Source: an optimization exercise on an open RTL-to-GDS flow (aim: small area, a short achievable clock period and few clock cycles). Production flows keep margins and buffers that such runs may drop.
The RTL was checked by simulation tests, not by an equivalence proof against the original design.
Power figures rest on the tool's default switching activity, not on a simulated workload.

===== flow/design.v =====
module adder #(parameter DATA_WDTH = 32) 
(
    input [DATA_WDTH-1:0] a,
    input [DATA_WDTH-1:0] b,
    input carry_in,
    output [DATA_WDTH-1:0] sum,
    output carry_out
);
    assign {carry_out, sum} = a + b + carry_in;
endmodule
module substractor #(parameter DATA_WDTH = 32) 
(
    input [DATA_WDTH-1:0] minuend,substrahend,
    input borrow_in,
    output [DATA_WDTH-1:0] difference,
    output borrow_out
);
    assign {borrow_out, difference} = minuend - substrahend - borrow_in;
endmodule
module signed_comparator #(parameter DATA_WDTH = 8) (
    input wire signed [DATA_WDTH-1:0] a,
    input wire signed [DATA_WDTH-1:0] b,
    output wire lt,
    output wire eq,
    output wire gt
);
    assign eq = (a == b);
    assign lt = (a < b);
    assign gt = (a > b);
endmodule
module unsigned_comparator #(parameter DATA_WDTH = 8) (
    input wire [DATA_WDTH-1:0] a,
    input wire [DATA_WDTH-1:0] b,
    output wire lt,
    output wire eq,
    output wire gt
);
    assign eq = (a == b);
    assign lt = (a < b);
    assign gt = (a > b);
endmodule
module controller #(
    parameter ADDR_WDTH = 4,
    parameter DATA_WDTH = 32,
    parameter RESP_WDTH = 1)
(
 	input clk,
	input rst_n,
 	input start,
	output done,
 	output error,
 	output ar_valid,
 	input ar_ready,
 	input r_valid,
 	input [RESP_WDTH-1:0] r_resp,
 	output r_ready,
 	input write_submodule_done,
 	input [RESP_WDTH-1:0] write_submodule_b_resp,
 	output write_submodule_start,
 	input elem2insert_gt_elem2compare,
 	input j_gte_0,
 	input i_lt_arr_size,
	output ld_return_read_data,
 	output sl_j_plus_1_to_write_addr,
 	output sl_elem2compare_to_write_data,
 	output sl_incd_to_i,
 	output ld_i,
 	output sl_decrd_to_j,
 	output ld_j,
 	output ld_elem2insert,
 	output ld_elem2compare,
 	output sl_j_to_arg_read_addr,
 	output ld_arg_read_addr,
    output swich_case_default
);
localparam CONTROLLER_STATE_WDTH  = 'd5;
localparam WAIT_START = 'd0;
localparam OUTER_LOOP_CHECK = 'd1;
localparam DONE = 'd2;
localparam INNER_LOOP_CHECK = 'd3;
localparam DECRMT_J = 'd4;
localparam INC_I = 'd5;
localparam ASSIGN_I = 'd6;
localparam ASSIGN_J = 'd7;
localparam WAIT_AR_READY = 'd8;
localparam WAIT_R_VALID = 'd9;
localparam ERR = 'd10;
localparam COMPLETE_AR = 'd11;
localparam READ_FUNCTION = 'd12;
localparam PROCESS_R_DATA_RESP = 'd13;
localparam RETURN_READ_FN = 'd14;
localparam READ_ARR_J = 'd15;
localparam READ_ARR_I = 'd16;
localparam ASSIGN_ELEM2INSERT = 'd17;
localparam ASSIGN_ELEM2COMPARE = 'd18;
localparam CHECK_IF_CORRECT_PLACE = 'd19;
localparam WAIT_SUBMODULE_RETURN1 = 'd20;
localparam SHIFT_ELEM2INSERT_LEFT = 'd21;
localparam WAIT_SUBMODULE_RETURN2 = 'd22;
localparam SHIFT_ELEM2COMPARE_RIGHT = 'd23;
localparam SWICH_CASE_DEFAULT = 'd24;
wire sl_to_arg_return_state;
wire ld_arg_return_state;
reg [CONTROLLER_STATE_WDTH-1:0] arg_return_state, next_return_state;
wire sl_to_state;
reg [CONTROLLER_STATE_WDTH-1:0] current_state;
reg [CONTROLLER_STATE_WDTH-1:0] gen_state;
wire [CONTROLLER_STATE_WDTH-1:0] next_state;
wire is_cs_wait_start,
	is_cs_outer_loop_check,
	is_cs_done,
	is_cs_inner_loop_check,
	is_cs_decrmt_j,
	is_cs_inc_i,
	is_cs_assign_i,
	is_cs_assign_j,
	is_cs_wait_ar_ready,
	is_cs_wait_r_valid,
	is_cs_err,
	is_cs_complete_ar,
	is_cs_read_function,
	is_cs_process_r_data_resp,
	is_cs_return_read_fn,
	is_cs_read_arr_j,
	is_cs_read_arr_i,
	is_cs_assign_elem2insert,
	is_cs_assign_elem2compare,
	is_cs_check_if_correct_place,
	is_cs_wait_submodule_return1,
	is_cs_shift_elem2insert_left,
	is_cs_wait_submodule_return2,
	is_cs_shift_elem2compare_right,
	is_cs_swich_case_default;
assign is_cs_wait_start
 = WAIT_START == current_state;
assign is_cs_outer_loop_check
 = OUTER_LOOP_CHECK == current_state;
assign is_cs_done
 = DONE == current_state;
assign is_cs_inner_loop_check
 = INNER_LOOP_CHECK == current_state;
assign is_cs_decrmt_j
 = DECRMT_J == current_state;
assign is_cs_inc_i
 = INC_I == current_state;
assign is_cs_assign_i
 = ASSIGN_I == current_state;
assign is_cs_assign_j
 = ASSIGN_J == current_state;
assign is_cs_wait_ar_ready
 = WAIT_AR_READY == current_state;
assign is_cs_wait_r_valid
 = WAIT_R_VALID == current_state;
assign is_cs_err
 = ERR == current_state;
assign is_cs_complete_ar
 = COMPLETE_AR == current_state;
assign is_cs_read_function
 = READ_FUNCTION == current_state;
assign is_cs_process_r_data_resp
 = PROCESS_R_DATA_RESP == current_state;
assign is_cs_return_read_fn
 = RETURN_READ_FN == current_state;
assign is_cs_read_arr_j
 = READ_ARR_J == current_state;
assign is_cs_read_arr_i
 = READ_ARR_I == current_state;
assign is_cs_assign_elem2insert
 = ASSIGN_ELEM2INSERT == current_state;
assign is_cs_assign_elem2compare
 = ASSIGN_ELEM2COMPARE == current_state;
assign is_cs_check_if_correct_place
 = CHECK_IF_CORRECT_PLACE == current_state;
assign is_cs_wait_submodule_return1
 = WAIT_SUBMODULE_RETURN1 == current_state;
assign is_cs_shift_elem2insert_left
 = SHIFT_ELEM2INSERT_LEFT == current_state;
assign is_cs_wait_submodule_return2
 = WAIT_SUBMODULE_RETURN2 == current_state;
assign is_cs_shift_elem2compare_right
 = SHIFT_ELEM2COMPARE_RIGHT == current_state;
assign is_cs_swich_case_default
 = SWICH_CASE_DEFAULT == current_state;
assign ld_return_read_data = is_cs_wait_r_valid & r_valid;
assign sl_j_plus_1_to_write_addr = is_cs_shift_elem2compare_right;
assign sl_elem2compare_to_write_data = is_cs_shift_elem2compare_right;
assign sl_incd_to_i = is_cs_inc_i;
assign ld_i = is_cs_inc_i | is_cs_assign_i;
assign sl_decrd_to_j = is_cs_decrmt_j;
assign ld_j = is_cs_decrmt_j | is_cs_assign_j;
assign ld_elem2insert = is_cs_assign_elem2insert;
assign ld_elem2compare = is_cs_assign_elem2compare;
assign sl_j_to_arg_read_addr = is_cs_read_arr_j;
assign ld_arg_read_addr = is_cs_read_arr_i | is_cs_read_arr_j;
assign write_submodule_start 
    = is_cs_shift_elem2compare_right | is_cs_shift_elem2insert_left;
assign r_ready = is_cs_wait_r_valid;
assign ar_valid = is_cs_wait_ar_ready;
assign done = is_cs_done;
assign error = is_cs_err;
assign swich_case_default = is_cs_swich_case_default;
assign sl_to_arg_return_state = is_cs_read_arr_j;
assign ld_arg_return_state = is_cs_read_arr_i | is_cs_read_arr_j;
assign sl_to_state = is_cs_return_read_fn;
assign next_state = sl_to_state ? arg_return_state : gen_state;
always@ (posedge clk or negedge rst_n) begin
    if (!rst_n) begin
        current_state <= WAIT_START;
        arg_return_state <= 'd0;
    end else begin
        current_state <= next_state;
        if (ld_arg_return_state) 
            arg_return_state <= sl_to_arg_return_state ? 
                ASSIGN_ELEM2COMPARE : ASSIGN_ELEM2INSERT;
    end
end
always@ ( * ) begin
    case (current_state)
        WAIT_START: 
            gen_state <= start ? ASSIGN_I : WAIT_START;
        ASSIGN_I:
            gen_state <= OUTER_LOOP_CHECK;
        OUTER_LOOP_CHECK: 
            gen_state <= i_lt_arr_size ? READ_ARR_I : DONE;
        DONE:
            gen_state <= DONE;
        READ_ARR_I:
            gen_state <= READ_FUNCTION; 
        ASSIGN_ELEM2INSERT: 
            gen_state <= ASSIGN_J;
        ASSIGN_J:
            gen_state <= INNER_LOOP_CHECK;
        INNER_LOOP_CHECK:
            gen_state <= j_gte_0 ? READ_ARR_J : INC_I;
        READ_ARR_J:
            gen_state <= READ_FUNCTION; 
        ASSIGN_ELEM2COMPARE: 
            gen_state <= CHECK_IF_CORRECT_PLACE;
        CHECK_IF_CORRECT_PLACE: 
            gen_state <= elem2insert_gt_elem2compare ? 
                INC_I : SHIFT_ELEM2INSERT_LEFT;
        SHIFT_ELEM2INSERT_LEFT:
            gen_state <= WAIT_SUBMODULE_RETURN1;
        WAIT_SUBMODULE_RETURN1: 
            gen_state <= write_submodule_done ? 
                SHIFT_ELEM2COMPARE_RIGHT : WAIT_SUBMODULE_RETURN1;
        SHIFT_ELEM2COMPARE_RIGHT:
            gen_state <= write_submodule_b_resp ?
                WAIT_SUBMODULE_RETURN2 : ERR;
        WAIT_SUBMODULE_RETURN2: 
            gen_state <= write_submodule_done ? 
                DECRMT_J : WAIT_SUBMODULE_RETURN2;
        DECRMT_J:
            gen_state <= write_submodule_b_resp ? 
                INNER_LOOP_CHECK : ERR;
        INC_I: 
            gen_state <= OUTER_LOOP_CHECK;
        READ_FUNCTION: 
            gen_state <= WAIT_AR_READY;
        WAIT_AR_READY: 
            gen_state <= ar_ready ? 
                COMPLETE_AR : WAIT_AR_READY;
        COMPLETE_AR: 
            gen_state <= WAIT_R_VALID;
        WAIT_R_VALID: 
            gen_state <= r_valid ? 
                (r_resp ? PROCESS_R_DATA_RESP : ERR) : WAIT_R_VALID;
        PROCESS_R_DATA_RESP:
            gen_state <= RETURN_READ_FN;
        ERR: 
            gen_state <= ERR;
        RETURN_READ_FN: 
            gen_state <= 'dx;
        default:
            gen_state <= SWICH_CASE_DEFAULT;
    endcase
end
endmodule
module datapath#(
    parameter ADDR_WDTH = 4,
    parameter DATA_WDTH = 32,
    parameter RESP_WDTH = 1)
(
 	input clk,
 	input rst_n,
	input [ADDR_WDTH:0] arr_size,
	output [ADDR_WDTH-1:0] ar_address,
 	input [DATA_WDTH-1:0] r_data,
 	output [ADDR_WDTH-1:0] write_addr,
 	output [DATA_WDTH-1:0] write_data,
	input ld_elem2compare,
 	input ld_return_read_data,
 	input ld_j,
 	input sl_decrd_to_j,
 	input ld_i,
 	input sl_incd_to_i,
 	input sl_elem2compare_to_write_data,
 	input sl_j_to_arg_read_addr,
 	input ld_arg_read_addr,
 	input sl_j_plus_1_to_write_addr,
 	input ld_elem2insert,
	output i_lt_arr_size,
 	output elem2insert_gt_elem2compare,
 	output j_gte_0
);
reg signed [DATA_WDTH-1:0] elem2insert, elem2compare, read_return_data;
reg [ADDR_WDTH:0] i,j;
reg [ADDR_WDTH-1:0] arg_read_addr;
wire [ADDR_WDTH:0] i_plus1;
adder i_1 (
	.a(1),
	.b(i),
	.carry_in(1'b0),
	.sum(i_plus1),
	.carry_out());
wire [ADDR_WDTH:0] next_j, minuend;
assign minuend = sl_decrd_to_j ? j : i;
substractor i_or_j_1 (
	.minuend(minuend),
	.substrahend(1),
	.borrow_in(1'b0),
	.difference(next_j),
	.borrow_out()
);
always@ (posedge clk or negedge rst_n) begin
	if (!rst_n) begin
		arg_read_addr <= 0;
		read_return_data <= 0;
		elem2compare <= 0;
		elem2insert <= 0;
		i <= 0;
		j <= 0;
	end else begin
		if (ld_arg_read_addr)
			arg_read_addr <= sl_j_to_arg_read_addr ?
				j : i;
		if (ld_elem2compare)
			elem2compare <= read_return_data;
		if (ld_elem2insert)
			elem2insert <= read_return_data;
		if (ld_i)
			i <= sl_incd_to_i ? 
				i_plus1 : 1;
		if (ld_j)
			j <= next_j;
		if (ld_return_read_data)
			read_return_data <= r_data;
	end
end
assign ar_address = arg_read_addr;
adder j_0_or_1 (
	.a(j),
	.b(0),
	.carry_in(sl_j_plus_1_to_write_addr),
	.sum(write_addr),
	.carry_out()
);
assign write_data = sl_elem2compare_to_write_data ?
	elem2compare : elem2insert;
unsigned_comparator i_size (
	.a(i),
	.b(arr_size),
	.lt(i_lt_arr_size),
	.gt(),.eq()
);
signed_comparator #(.DATA_WDTH(DATA_WDTH)) cmp_elements (
	.a(elem2insert),
	.b(elem2compare),
	.gt(elem2insert_gt_elem2compare),
	.lt(),.eq()
);
wire j_lt_0;
signed_comparator #(.DATA_WDTH(ADDR_WDTH+1)) check_j (.a(j),.b(1'b0),.lt(j_lt_0),.gt(),.eq());
assign j_gte_0 = ~j_lt_0;
endmodule
module write_submodule #(
    parameter ADDR_WDTH = 4,
    parameter DATA_WDTH = 32,
    parameter RESP_WDTH = 1)
(
 	input clk,
 	input rst_n,
 	output w_valid,
	input w_ready,
	output [DATA_WDTH-1:0] w_data,
	input b_valid,
 	output b_ready,
 	input [RESP_WDTH-1:0] b_resp,
 	output aw_valid,
	input aw_ready,
 	output [ADDR_WDTH-1:0] aw_address,
	input start,
 	input [DATA_WDTH-1:0] data,
 	input [ADDR_WDTH-1:0] addr,
 	output done,
 	output [RESP_WDTH-1:0] resp,
	output swich_case_default
);
localparam WRITE_SUBMODULE_STATE_WDTH = 'd4;
localparam IDLE = 'd0;
localparam WAIT_AW_READY_OR_W_READY = 'd1;
localparam COMPLETE_W_WAIT_AW_READY = 'd2;
localparam WAIT_B_VALID = 'd3;
localparam COMPLETE_AW = 'd4;
localparam PROCESS_B_RESP = 'd5;
localparam COMPLETE_AW_AND_W = 'd6;
localparam COMPLETE_AW_WAIT_W_READY = 'd7;
localparam COMPLETE_W = 'd8;
localparam SEND_ADDR_AND_DATA = 'd9;
localparam SWICH_CASE_DEFAULT = 'd10;
reg [WRITE_SUBMODULE_STATE_WDTH-1:0] current_state;
reg [WRITE_SUBMODULE_STATE_WDTH-1:0] gen_state;
wire 
is_cs_idle,
is_cs_wait_aw_ready_or_w_ready,
is_cs_complete_w_wait_aw_ready,
is_cs_wait_b_valid,
is_cs_complete_aw,
is_cs_process_b_resp,
is_cs_complete_aw_and_w,
is_cs_complete_aw_wait_w_ready,
is_cs_complete_w,
is_cs_send_addr_and_data,
is_cs_swich_case_default;
assign is_cs_idle =  IDLE == current_state;
assign is_cs_wait_aw_ready_or_w_ready =  WAIT_AW_READY_OR_W_READY == current_state;
assign is_cs_complete_w_wait_aw_ready =  COMPLETE_W_WAIT_AW_READY == current_state;
assign is_cs_wait_b_valid =  WAIT_B_VALID == current_state;
assign is_cs_complete_aw =  COMPLETE_AW == current_state;
assign is_cs_process_b_resp =  PROCESS_B_RESP == current_state;
assign is_cs_complete_aw_and_w =  COMPLETE_AW_AND_W == current_state;
assign is_cs_complete_aw_wait_w_ready =  COMPLETE_AW_WAIT_W_READY == current_state;
assign is_cs_complete_w =  COMPLETE_W == current_state;
assign is_cs_send_addr_and_data =  SEND_ADDR_AND_DATA == current_state;
assign is_cs_swich_case_default =  SWICH_CASE_DEFAULT == current_state;
wire ld_reg_b_resp;
reg [RESP_WDTH-1:0] reg_b_resp;
assign resp = reg_b_resp;
wire ld_reg_addr;
reg [ADDR_WDTH-1:0] reg_addr;
assign aw_address = reg_addr;
wire ld_reg_data;
reg [DATA_WDTH-1:0] reg_data;
assign w_data = reg_data;
assign done = is_cs_idle;
assign aw_valid = 
	is_cs_wait_aw_ready_or_w_ready | is_cs_complete_w_wait_aw_ready;
assign b_ready = is_cs_wait_b_valid;
assign w_valid = 
	is_cs_wait_aw_ready_or_w_ready | is_cs_complete_aw_wait_w_ready;
assign swich_case_default = is_cs_swich_case_default;
assign ld_reg_b_resp = is_cs_wait_b_valid & b_valid;
assign ld_reg_data = is_cs_idle;
assign ld_reg_addr = is_cs_idle;
always@ (posedge clk or negedge rst_n) begin
    if (!rst_n) begin
        current_state <= IDLE;
    end else begin
        current_state <= gen_state;
		if (ld_reg_b_resp)
			reg_b_resp <= b_resp;
		if (ld_reg_addr)
			reg_addr <= addr;
		if (ld_reg_data)
			reg_data <= data;
    end
end
always@ ( * ) begin
    case (current_state)
        IDLE: 
            gen_state <= start ? SEND_ADDR_AND_DATA : IDLE;
        SEND_ADDR_AND_DATA:
            gen_state <= WAIT_AW_READY_OR_W_READY;
        WAIT_AW_READY_OR_W_READY:
            if (~aw_ready & ~w_ready)
                gen_state <= WAIT_AW_READY_OR_W_READY;
            else if (~aw_ready & w_ready)
                gen_state <= COMPLETE_W_WAIT_AW_READY;
            else if (aw_ready & ~w_ready)
                gen_state <= COMPLETE_AW_WAIT_W_READY;
            else 
                gen_state <= COMPLETE_AW_AND_W;
        COMPLETE_W_WAIT_AW_READY:
            gen_state <= aw_ready ? COMPLETE_AW : COMPLETE_W_WAIT_AW_READY;
        COMPLETE_AW_WAIT_W_READY:
            gen_state <= w_ready ? COMPLETE_W : COMPLETE_AW_WAIT_W_READY;
        COMPLETE_W:
            gen_state <= WAIT_B_VALID;
        COMPLETE_AW_AND_W:
            gen_state <= WAIT_B_VALID;
        COMPLETE_AW:
            gen_state <= WAIT_B_VALID;
         WAIT_B_VALID:
            gen_state <= b_valid ? PROCESS_B_RESP : WAIT_B_VALID;
        PROCESS_B_RESP:
            gen_state <= IDLE;
        default:
            gen_state <= SWICH_CASE_DEFAULT;
    endcase
end
endmodule
module sort_circuit #(
    parameter ADDR_WDTH = 4,
    parameter DATA_WDTH = 32,
    parameter RESP_WDTH = 1
	)
(
 	input clk,
 	input rst_n,
	input [ADDR_WDTH:0] arr_size,
 	input start,
 	output done,
 	output err,
 	input ar_ready,
	output [ADDR_WDTH-1:0] ar_address,
 	output ar_valid,
 	input [DATA_WDTH-1:0] r_data,
 	output r_ready,
 	input [RESP_WDTH-1:0] r_resp,
 	input r_valid,
 	input aw_ready,
 	output aw_valid,
 	output [ADDR_WDTH-1:0] aw_address,
 	output [DATA_WDTH-1:0] w_data,
 	output w_valid,
 	input w_ready,
 	input b_valid,
 	input [RESP_WDTH-1:0] b_resp,
 	output b_ready,
	output swich_case_default
);
wire [ADDR_WDTH-1:0] write_addr;
wire [DATA_WDTH-1:0] write_data;
wire write_submodule_done;
wire [RESP_WDTH-1:0] write_submodule_resp;
wire write_submodule_start;
wire ld_elem2compare;
wire ld_return_read_data;
wire ld_j;
wire sl_decrd_to_j;
wire ld_i;
wire sl_incd_to_i;
wire sl_elem2compare_to_write_data;
wire sl_j_to_arg_read_addr;
wire ld_arg_read_addr;
wire sl_j_plus_1_to_write_addr;
wire ld_elem2insert;
wire i_lt_arr_size;
wire elem2insert_gt_elem2compare;
wire j_gte_0;
controller ctrl(
	.clk(clk),
	.rst_n(rst_n),
	.start(start),
	.done(done),
	.error(err),
	.ar_valid(ar_valid),
	.ar_ready(ar_ready),
	.r_valid(r_valid),
	.r_ready(r_ready),
	.r_resp(r_resp),
	.write_submodule_start(write_submodule_start),
	.write_submodule_b_resp(write_submodule_resp),
	.write_submodule_done(write_submodule_done),
	.i_lt_arr_size(i_lt_arr_size),
	.elem2insert_gt_elem2compare(elem2insert_gt_elem2compare),
	.j_gte_0(j_gte_0),
	.ld_elem2compare(ld_elem2compare),
	.ld_return_read_data(ld_return_read_data),
	.ld_j(ld_j),
	.sl_decrd_to_j(sl_decrd_to_j),
	.ld_i(ld_i),
	.sl_incd_to_i(sl_incd_to_i),
	.sl_elem2compare_to_write_data(sl_elem2compare_to_write_data),
	.sl_j_to_arg_read_addr(sl_j_to_arg_read_addr),
	.ld_arg_read_addr(ld_arg_read_addr),
	.sl_j_plus_1_to_write_addr(sl_j_plus_1_to_write_addr),
	.ld_elem2insert(ld_elem2insert),
	.swich_case_default(swich_case_default)
);
datapath#(.ADDR_WDTH(ADDR_WDTH), .DATA_WDTH(DATA_WDTH), .RESP_WDTH(RESP_WDTH)) dp(
	.clk(clk),
	.rst_n(rst_n),
	.arr_size(arr_size),
	.ar_address(ar_address),
	.r_data(r_data),
	.write_addr(write_addr),
	.write_data(write_data),
	.ld_elem2compare(ld_elem2compare),
	.ld_return_read_data(ld_return_read_data),
	.ld_j(ld_j),
	.sl_decrd_to_j(sl_decrd_to_j),
	.ld_i(ld_i),
	.sl_incd_to_i(sl_incd_to_i),
	.sl_elem2compare_to_write_data(sl_elem2compare_to_write_data),
	.sl_j_to_arg_read_addr(sl_j_to_arg_read_addr),
	.ld_arg_read_addr(ld_arg_read_addr),
	.sl_j_plus_1_to_write_addr(sl_j_plus_1_to_write_addr),
	.ld_elem2insert(ld_elem2insert),
	.i_lt_arr_size(i_lt_arr_size),
	.elem2insert_gt_elem2compare(elem2insert_gt_elem2compare),
	.j_gte_0(j_gte_0)
);
write_submodule#(.ADDR_WDTH(ADDR_WDTH), .DATA_WDTH(DATA_WDTH), .RESP_WDTH(RESP_WDTH)) ws(
	.clk(clk),
	.rst_n(rst_n),
	.aw_valid(aw_valid),
	.aw_ready(aw_ready),
	.aw_address(aw_address),
	.w_valid(w_valid),
	.w_ready(w_ready),
	.w_data(w_data),
	.b_valid(b_valid),
	.b_ready(b_ready),
	.b_resp(b_resp),
	.start(write_submodule_start),
	.resp(write_submodule_resp),
	.done(write_submodule_done),
	.data(write_data),
	.addr(write_addr),
	.swich_case_default()
);
endmodule

===== flow/run.sh =====
#!/bin/bash
# synth_recipe.tcl (not shown) runs the flow's synth.tcl, then flattens the netlist and writes it again
# the make line also repeats each setting of config.mk as NAME=value (left out here)
make -C /OpenROAD-flow-scripts/flow DESIGN_CONFIG=/design/flow/config.mk WORK_HOME=/design/flow/orfs CLKGATE_MAP_FILE= SYNTH_SCRIPT=/design/flow/synth_recipe.tcl finish

===== flow/config.mk =====
export PLATFORM = sky130hd
export DESIGN_NAME = sort_circuit
export DESIGN_NICKNAME = sort_circuit
export VERILOG_FILES = /design/flow/design.v
export SDC_FILE = /design/flow/constraint.sdc
export NUM_CORES = 4
export LEC_CHECK = 0
export CAP_MARGIN = 20
export CORE_MARGIN = 2
export CORE_UTILIZATION = 40
export SLEW_MARGIN = 20

===== flow/constraint.sdc =====
create_clock -name core_clock -period 4.5 [get_ports {clk}]
set_input_delay 0.9000 -clock core_clock [delete_from_list [all_inputs] [get_ports {clk}]]
set_output_delay 0.9000 -clock core_clock [all_outputs]
set_load 0.01 [all_outputs]

==> impl_metrics.env <==
export IMPL_min_period_over_period=0.7420
export IMPL_yosysTopAreaCellShare=0.3867
export IMPL_slowest_stage="dfrtp_1"
export IMPL_clk_pin_slew_ns=0.06
export IMPL_die_w_um=144.5
export IMPL_grt_max_degree=68
export IMPL_r2r_slack_ns=1.79
export IMPL_synth_edff_count=37
export IMPL_holdPathEnd="ctrl.arg_return_state[4]$_DFFE_PN0P_"
export IMPL_grt_overflow=0
export IMPL_whs_ns=0.4793
export IMPL_first_global_vias=5451
export IMPL_setup_tns_ns=0
export IMPL_clockBufferDepth=2
export IMPL_clock_skew_ns=0.009981
export IMPL_cp_start_kind="flip-flop"
export IMPL_power_density_mw_per_mm2=374.9
export IMPL_die_y_um=144.5
export IMPL_cts_tree="yes"
export IMPL_insertion_delay_ns=0.42
export IMPL_netlist_area_sq_mm=0.007895
export IMPL_core_area_sq_mm=0.01940
export IMPL_cp_cell_sequence="nor2b_1 > nand2_1 > nor2_1 > clkdlybuf4s50_1"
export IMPL_drc=0
export IMPL_synth_cell_type_count=60
export IMPL_placedInstanceArea_sq_mm=0.009032
export IMPL_syn_avg_cell_area_sq_um=10.90
export IMPL_num_antenna_cells=0
export IMPL_endpoint_kind="output pin"
export IMPL_finalHoldViolations=0
export IMPL_synth_main_ff_cell="dfrtp_1"
export IMPL_initial_core_util=0.4070
export IMPL_synthCells=724
export IMPL_grt_pass1_wl_mm=27.83
export IMPL_finalSetupViolations=0
export IMPL_rows=51
export IMPL_h_tree_depth=4
export IMPL_postCtsHoldBufs=0
export IMPL_leakagePower_uw=0.004288
export IMPL_cts_sinks=159
export IMPL_cts_setup_buffers=0
export IMPL_wl_mm=17.19
export IMPL_holdPathStages=1
export IMPL_place_hpwl_mm=11.68
export IMPL_dieArea_sq_mm=0.02088
export IMPL_critPathKind="reg -> out"
export IMPL_dp_cells=1050
export IMPL_arrival_ns=2.44
export IMPL_ys_seq_area_frac=0.5274
export IMPL_reg2regPathDepth=4
export IMPL_vias=5528
export IMPL_hp_class="reg -> reg"
export IMPL_drt_iter0_drc=325
export IMPL_avgRoutedWirePerCell_um=15.88
export IMPL_finalMaxSlewViolations=0
export IMPL_max_stage_delay_ns=0.92
export IMPL_worstPathMaxFanout=27
export IMPL_cts_root_buffer="clkbuf_16"
export IMPL_drive_above_1_share=0.1371
export IMPL_synth_seq_cells=159
export IMPL_fin_crit_ns=3.339
export IMPL_io_buffers=94
export IMPL_outcome="finished clean"
export IMPL_cts_resized_gates=0
export IMPL_hold_path_startpoint="ctrl.arg_return_state[4]$_DFFE_PN0P_"
export IMPL_antenna_found_initial=0
export IMPL_final_area_sq_mm=0.009648
export IMPL_cp_required_ns=3.60
export IMPL_avgViaCountPerCell=5.109
export IMPL_synth_top_area_cell="dfrtp_1"
export IMPL_rsz0062_at_grt="no"
export IMPL_tightest_slew_ns=0.9360
export IMPL_routabilityCongestion=0.8375
export IMPL_ys_warnings_count=11
export IMPL_fmax_ghz=0.2995
export IMPL_r2r_start="ctrl.current_state[1]$_DFF_PN0_"
export IMPL_cts_made_buffers=17
export IMPL_syn_num_nets=811
export IMPL_grt_use_total=0.1727
export IMPL_max_cap_violations=0
export IMPL_final_cells=1082
export IMPL_final_nets=891
export IMPL_async_flop_share=0.7673
export IMPL_regToRegEndpoint="dp.elem2compare[0]$_DFFE_PN0P_"
export IMPL_syn_to_final_growth_pct=22.20
export IMPL_peakVddDrop_mv=0.2841
export IMPL_relSlewSlack=0.3760
export IMPL_io_pins=95
export IMPL_ant_nets=0
export IMPL_drtPass1Iterations=4
export IMPL_synthTopCellsByArea="dfrtp_1, edfxtp_1, ha_1"
[cell type report]
cell class / count / area, sq um
fill: 1786 / 9751
sequential: 159 / 4164
multi-input combinational: 483 / 3388
timing repair buffer: 101 / 991.0
clock buffer: 23 / 521.8
tap: 265 / 331.6
inverter: 42 / 157.7
clock inverter: 9 / 93.84
[flip-flops by register name, summed over array words and instances (netlist names), 3 cells and up]
signal,count
dp.j,5
ws.current_state,4
dp.read_return_data,32
dp.i,5
ws.reg_addr,4
dp.arg_read_addr,4
ws.reg_data,32
ctrl.arg_return_state,3
dp.elem2compare,32
dp.elem2insert,32
ctrl.current_state,5
[through the flow]
stage	setup slack (ns)	utilization	total power [uW]
after floorplan	2.224	-	1879
after global placement	1.621	0.4656	2172
after detailed placement	1.635	0.4656	2188
after CTS	1.166	0.4974	3663
after global routing	0.9952	0.4974	3764
final	1.161	0.4974	3617
[routing by layer]
layer  part of all wire  wire, um  track usage
met5                  0         0            0
met3              0.038       650      0.03510
met2               0.49      8442       0.2821
met4              0.012       210      0.05468
met1               0.46      7884       0.2320
[cells in the final DEF, fill, tap and decap left out, types with 2 or more instances in the layout]
cell type and n:
a211oi_1 6, a21boi_0 2, a21o_1 2, a21oi_1 31, a22o_1 2, a22oi_1 3
a31oi_1 3, and3_1 3, buf_4 8, clkbuf_1 2, clkbuf_16 20, clkdlybuf4s50_1 93
clkinvlp_4 5, dfrtp_1 122, edfxtp_1 37, ha_1 40, inv_1 42, inv_6 2
mux2_1 2, mux2_2 33, mux2_4 30, mux2i_1 9, nand2_1 100, nand2b_1 6
nand3_1 11, nand3b_1 3, nand4_1 10, nor2_1 32, nor2b_1 6, nor3_1 17
nor3_4 2, nor4_1 2, o2111ai_1 2, o211ai_1 2, o21ai_0 87, o31ai_1 3
xnor2_1 2, xor2_1 6
[worst max path at each step]
| stage | start | end | slack (ns) | cells past startpoint |
|---|---|---|---|---|
| 2_1_floorplan | ws.current_state[0]$_DFF_PN0_ | ws.reg_addr[0]$_DFFE_PP_ | 2.22 | 3 |
| 3_3_place_gp | ctrl.current_state[1]$_DFF_PN0_ | err | 1.62 | 4 |
| 3_5_place_dp | ctrl.current_state[1]$_DFF_PN0_ | err | 1.63 | 4 |
| 4_1_cts | ctrl.current_state[1]$_DFF_PN0_ | err | 1.17 | 4 |
| 5_1_grt | ctrl.current_state[1]$_DFF_PN0_ | err | 1.0 | 4 |
| 6_report | ctrl.current_state[1]$_DFF_PN0_ | err | 1.16 | 4 |
[where the power goes]
group	leakage [uW]	switching, uW	internal, uW
Sequential	0.00202	74.2	1600
Clock	0.000284	586	881
Combinational	0.00199	225	252
[critical path: cells and delay by family, from the launching register on]
family                 cells  cell delay [ns]
buffers and inverters      1             0.56
DFF                        1             0.92
and+or+nand+nor            3             0.54
[cells by family after synthesis]
family | count (synthesis) | synth area share
AND/OR/NAND/NOR | 208 | 0.1265
multiplexers | 74 | 0.1184
AO/OA/AOI/OAI | 153 | 0.1097
adder cells (fa/ha/maj) | 40 | 0.06339
XOR/XNOR | 8 | 0.008875
flip-flops | 159 | 0.5274
buffers and inverters | 82 | 0.04580
[synthesized netlist by cell type, types with 17 or more instances]
master and number:
edfxtp_1 37, inv_1 42, mux2_4 30, o21ai_0 87, a21oi_1 31, ha_1 40
nand2_1 100, nor2_1 32, nor3_1 17, dfrtp_1 122, mux2_2 33, clkbuf_1 21
Testbench counts, summed over its fixed seeds: cycles 157,649.

what the ideal ports hide:
How much do the figures lean on ideal ports? The routed layout below was timed once more, with nothing changed but the port constraints. Step 1 (the two cells are an assumption about what drives the block):
set clk [get_ports {clk}]
set_driving_cell -lib_cell sky130_fd_sc_hd__clkbuf_16 $clk
set_driving_cell -lib_cell sky130_fd_sc_hd__buf_2 [delete_from_list [all_inputs] $clk]
Step 2 times the ports against the registers' clock, not the clock port: input delays grow and output delays shrink by t, the midpoint of the rising clock arrivals with the driver on. a / b / c = ideal ports / drivers / drivers and shift; a / b = the first two.
shift t [ns]: 0.458
setup WS [ns]: 1.161 / 1.120 / 1.578
worst register clock-pin slew, ns: 0.07 / 0.07
After both steps this run still meets setup and hold. For this run, drivers alone change the setup slack by -0.041 ns; drivers and shift together by +0.417 ns.
